Context: an optimization exercise on an open-source flow, tuned for small area. The choices shown serve that exercise and are no tape-out recipe.

==> inputs of 11-15 <==
==> flow/design.v (excerpt) <==
module Median_Finder_9inputs_8bits(
    output wire [7:0] median_pixel,
    output wire       out_valid,
    input  wire [7:0] pixel0, pixel1, pixel2,
    input  wire [7:0] pixel3, pixel4, pixel5,
    input  wire [7:0] pixel6, pixel7, pixel8,
    input  wire       in_valid,
    input  wire       rst,
    input  wire       clk
);
    reg [3:0] valid_q;
    always @(posedge clk) begin
        if (rst) valid_q <= 4'b0;
        else     valid_q <= {valid_q[2:0], in_valid};
    end
    assign out_valid = valid_q[3];
    wire [7:0] x0_0 = pixel0, x0_1 = pixel1, x0_2 = pixel2;
    wire [7:0] x0_3 = pixel3, x0_4 = pixel4, x0_5 = pixel5;
    wire [7:0] x0_6 = pixel6, x0_7 = pixel7, x0_8 = pixel8;
    wire [7:0] m;    
    wire e7_0 = x0_0[7];
    wire e7_1 = x0_1[7];
    wire e7_2 = x0_2[7];
    wire e7_3 = x0_3[7];
    wire e7_4 = x0_4[7];
    wire e7_5 = x0_5[7];
    wire e7_6 = x0_6[7];
    wire e7_7 = x0_7[7];
    wire e7_8 = x0_8[7];
    assign m[7] = maj9({e7_8, e7_7, e7_6, e7_5, e7_4, e7_3, e7_2, e7_1, e7_0});
    wire g7_0 = 1'b0, l7_0 = 1'b0;
    wire g7_1 = 1'b0, l7_1 = 1'b0;
    wire g7_2 = 1'b0, l7_2 = 1'b0;
    wire g7_3 = 1'b0, l7_3 = 1'b0;
    wire g7_4 = 1'b0, l7_4 = 1'b0;
    wire g7_5 = 1'b0, l7_5 = 1'b0;
    wire g7_6 = 1'b0, l7_6 = 1'b0;
    wire g7_7 = 1'b0, l7_7 = 1'b0;
    wire g7_8 = 1'b0, l7_8 = 1'b0;
    wire G6_0 = g7_0 | (e7_0 & ~m[7]);
    wire L6_0 = l7_0 | (~e7_0 & m[7]);
    wire e6_0 = G6_0 | (x0_0[6] & ~L6_0);
    wire G6_1 = g7_1 | (e7_1 & ~m[7]);
    wire L6_1 = l7_1 | (~e7_1 & m[7]);
    wire e6_1 = G6_1 | (x0_1[6] & ~L6_1);
    wire G6_2 = g7_2 | (e7_2 & ~m[7]);
    wire L6_2 = l7_2 | (~e7_2 & m[7]);
    wire e6_2 = G6_2 | (x0_2[6] & ~L6_2);
    wire G6_3 = g7_3 | (e7_3 & ~m[7]);
    wire L6_3 = l7_3 | (~e7_3 & m[7]);
    wire e6_3 = G6_3 | (x0_3[6] & ~L6_3);
    wire G6_4 = g7_4 | (e7_4 & ~m[7]);
    wire L6_4 = l7_4 | (~e7_4 & m[7]);
    wire e6_4 = G6_4 | (x0_4[6] & ~L6_4);
    wire G6_5 = g7_5 | (e7_5 & ~m[7]);
    wire L6_5 = l7_5 | (~e7_5 & m[7]);
    wire e6_5 = G6_5 | (x0_5[6] & ~L6_5);
  ...
==> flow/config.mk <==
export PLATFORM = sky130hd
export DESIGN_NAME = Median_Finder_9inputs_8bits
export DESIGN_NICKNAME = Median_Finder_9inputs_8bits
export VERILOG_FILES = /design/flow/design.v
export SDC_FILE = /design/flow/constraint.sdc
export NUM_CORES = 4
export LEC_CHECK = 0
export ABC_AREA = 1
export CAP_MARGIN = 20
export CORE_MARGIN = 2
export CORE_UTILIZATION = 40
export SLEW_MARGIN = 20
==> flow/constraint.sdc <==
create_clock -name core_clock -period 2.5 [get_ports {clk}]
set_input_delay 0.5000 -clock core_clock [delete_from_list [all_inputs] [get_ports {clk}]]
set_output_delay 0.5000 -clock core_clock [all_outputs]
set_load 0.01 [all_outputs]
standard.sh (not shown) runs the stock make flow with config.mk's settings and CLKGATE_MAP_FILE= SYNTH_SCRIPT=/design/flow/synth_recipe.tcl, a recipe that flattens the netlist after the stock synthesis.
==> flow/flow/run.sh <==
#!/bin/bash
# Own layout flow: the standard flow, with two changes:
#  - synthesis maps the logic with the ABC script in flow/abc.script (an
#    area-oriented mapping) instead of ORFS's; the rest of the standard
#    synthesis (synth_recipe.tcl) is unchanged, so registers keep their names;
#  - port buffers are plain buffers (flow/ports.txt names the cell) instead
#    of the default delay cell.
# Each tool's output goes to a log file in the folder this runs in.
set -euo pipefail
W=$PWD
F=$W/flow
sed 's|log_cmd abc {\*}\$abc_args|log_cmd abc {*}[lreplace $abc_args 1 1 '"$F"'/abc.script]|' \
    "$FLOW_HOME/scripts/synth.tcl" > "$W/own_synth_core.tcl"
grep -q "$F/abc.script" "$W/own_synth_core.tcl"
sed "s|source \$::env(SCRIPTS_DIR)/synth.tcl|source $W/own_synth_core.tcl|" \
    "$W/synth_recipe.tcl" > "$W/own_synth.tcl"
grep -q "own_synth_core.tcl" "$W/own_synth.tcl"
bash "$W/standard.sh" "SYNTH_SCRIPT=$W/own_synth.tcl" synth > "$W/own_synth.log" 2>&1
EXTRA=()
while read -r line; do
    [[ -z "$line" || "$line" == \#* ]] || EXTRA+=("$line")
done < "$F/make_vars.txt"
bash "$W/standard.sh" "${EXTRA[@]}" finish > "$W/own_layout.log" 2>&1
==> flow/flow/abc.script <==
strash
dch
map -a
topo
stime -c
buffer -c
upsize -c
dnsize -c
==> flow/flow/make_vars.txt <==
# extra make variables for the layout, one per line
BUFFER_PORTS_ARGS=-buffer_cell sky130_fd_sc_hd__buf_2
==> 06-26: changes against 11-15 <==
--- a/flow/design.v
+++ b/flow/design.v
@@ -5,18 +5,18 @@
     input  wire [7:0] pixel3, pixel4, pixel5,
     input  wire [7:0] pixel6, pixel7, pixel8,
     input  wire       in_valid,
     input  wire       rst,
     input  wire       clk
 );
-    reg [3:0] valid_q;
+    reg [2:0] valid_q;
     always @(posedge clk) begin
-        if (rst) valid_q <= 4'b0;
-        else     valid_q <= {valid_q[2:0], in_valid};
+        if (rst) valid_q <= 3'b0;
+        else     valid_q <= {valid_q[1:0], in_valid};
     end
-    assign out_valid = valid_q[3];
+    assign out_valid = valid_q[2];
     wire [7:0] x0_0 = pixel0, x0_1 = pixel1, x0_2 = pixel2;
     wire [7:0] x0_3 = pixel3, x0_4 = pixel4, x0_5 = pixel5;
     wire [7:0] x0_6 = pixel6, x0_7 = pixel7, x0_8 = pixel8;
     wire [7:0] m;    
     wire e7_0 = x0_0[7];
     wire e7_1 = x0_1[7];
@@ -353,17 +353,13 @@
     wire gf3_6 = g0_6 | (e0_6 & ~m[0]);
     wire lf3_6 = l0_6 | (~e0_6 & m[0]);
     wire gf3_7 = g0_7 | (e0_7 & ~m[0]);
     wire lf3_7 = l0_7 | (~e0_7 & m[0]);
     wire gf3_8 = g0_8 | (e0_8 & ~m[0]);
     wire lf3_8 = l0_8 | (~e0_8 & m[0]);
-    reg [7:0] mr3;
-    always @(posedge clk) begin
-        mr3 <= {mr2, m[1:0]};
-    end
-    assign median_pixel = mr3;
+    assign median_pixel = {mr2, m[1:0]};
     function maj9(input [8:0] v);
         begin
             maj9 = maj3((&v[2:0]) | (&v[5:3]) | (&v[8:6]),
                         (|v[2:0]) & (|v[5:3]) & (|v[8:6]),
                         maj3(maj3(v[0], v[1], v[2]), maj3(v[3], v[4], v[5]),
                              maj3(v[6], v[7], v[8])));
==> flow/run.sh (new file) <==
#!/bin/bash
# synth_recipe.tcl (not shown) runs the flow's synth.tcl, then flattens the netlist and writes it again
# the make line also repeats each setting of config.mk as NAME=value (left out here)
make -C /OpenROAD-flow-scripts/flow DESIGN_CONFIG=/design/flow/config.mk WORK_HOME=/design/flow/orfs CLKGATE_MAP_FILE= SYNTH_SCRIPT=/design/flow/synth_recipe.tcl finish
removed: flow/flow/run.sh
removed: flow/flow/abc.script
removed: flow/flow/make_vars.txt
removed: flow/standard.sh
==> 11-12: changes against 11-15 <==
==> flow/run.sh (new file) <==
#!/bin/bash
# synth_recipe.tcl (not shown) runs the flow's synth.tcl, then flattens the netlist and writes it again
# the make line also repeats each setting of config.mk as NAME=value (left out here)
make -C /OpenROAD-flow-scripts/flow DESIGN_CONFIG=/design/flow/config.mk WORK_HOME=/design/flow/orfs CLKGATE_MAP_FILE= SYNTH_SCRIPT=/design/flow/synth_recipe.tcl finish
removed: flow/flow/run.sh
removed: flow/flow/abc.script
removed: flow/flow/make_vars.txt
removed: flow/standard.sh
==> impl_metrics.ini <==
[status]
violations = negative setup slack
status = failed layout checks

[timing]
setup_ws_ps = -524.8
timing.final.crit_share_pct = 121.0
setup_viol = 109

[hold_path]
holdPathEnd = valid_q[2]

[setup_path]
worstSetupPathType = reg2reg
worst-path-buf-inv = 7
cp_slowest_stage_delay_ps = 360

[cells_and_area]
seq_area_um2 = 2689
multi_input_area_share_pct = 34.53
final_core_util_pct = 72.67

[die]
nWellTaps = 180

[drt]
drt_iter0_markers = 210

[synthesis]
synth_top_cells_by_count = inv_1, a21oi_1, dfxtp_1

[grt]
grt_first_pass_wirelength_um = 25830
grt_util_all_layers_pct = 22.16
[end of results for 11-15]
==> impl_metrics.ini <==
[status]
status = failed layout checks
violations = negative setup slack

[setup_path]
cp_slowest_stage_delay_ps = 400
worst-path-buf-inv = 4
reg2regPathDepth = 19

[timing]
setup_viol = 9
setup_ws_ps = -39.29

[grt]
grt_first_pass_wirelength_um = 28330
grt_util_all_layers_pct = 19.87

[cells_and_area]
multi_input_area_um2 = 3701
multi_input_area_share_pct = 34.91
seq_area_um2 = 2679

[synthesis]
synth_top_cells_by_count = nand2_1, inv_1, nand3_1

[die]
nWellTaps = 220

[hold_path]
holdPathEnd = mr3[2]
[end of results for 11-12]
==> impl_metrics.ini <==
[status]
status = failed layout checks
violations = negative setup slack

[drt]
drt_iter0_markers = 294

[timing]
timing.final.crit_share_pct = 113.3
setup_viol = 5
setup_ws_ps = -333.4

[die]
nWellTaps = 220

[grt]
grt_util_all_layers_pct = 18.43
grt_first_pass_wirelength_um = 26500

[synthesis]
synth_top_cells_by_count = nand2_1, inv_1, nand3_1

[cells_and_area]
final_core_util_pct = 63.35

[hold_path]
holdPathEnd = mr1[7]
[end of results for 06-26]
Function was not checked in any run of this note: the RTL went through the layout flow alone.

[re-timing with driven ports]
The flow's constraints put no driver on any port. The routed layouts listed below were extracted and timed again, unchanged, in two steps.
Step 1 sets driving cells, clkbuf_16 on the clock port and buf_2 on the other inputs (assumed; they add their load-dependent delay and slew).
Step 2 also shifts input and output timing later by t, the mid clock arrival at the registers, as if the neighbouring blocks saw the same clock.
Slacks: ideal ports / drivers / drivers and shift; pairs: ideal ports / drivers.
run	t (ns)	setup slack, ns	hold slack, ns	slew at the worst register clock pin (ns)	pins driven straight from the clock port
11-15	0.457	-0.525 / -0.525 / -0.681	0.277 / 0.258 / 0.325	0.06 / 0.06	1
06-26	0.448	-0.333 / -0.373 / -0.210	0.326 / 0.326 / 0.326	0.06 / 0.06	1
11-12	0.467	-0.039 / -0.039 / -0.268	0.325 / 0.325 / 0.325	0.06 / 0.06	1
The setup slack of 11-12, which loses most, moves by 0.000 ns with the drivers and by -0.229 ns with both steps.
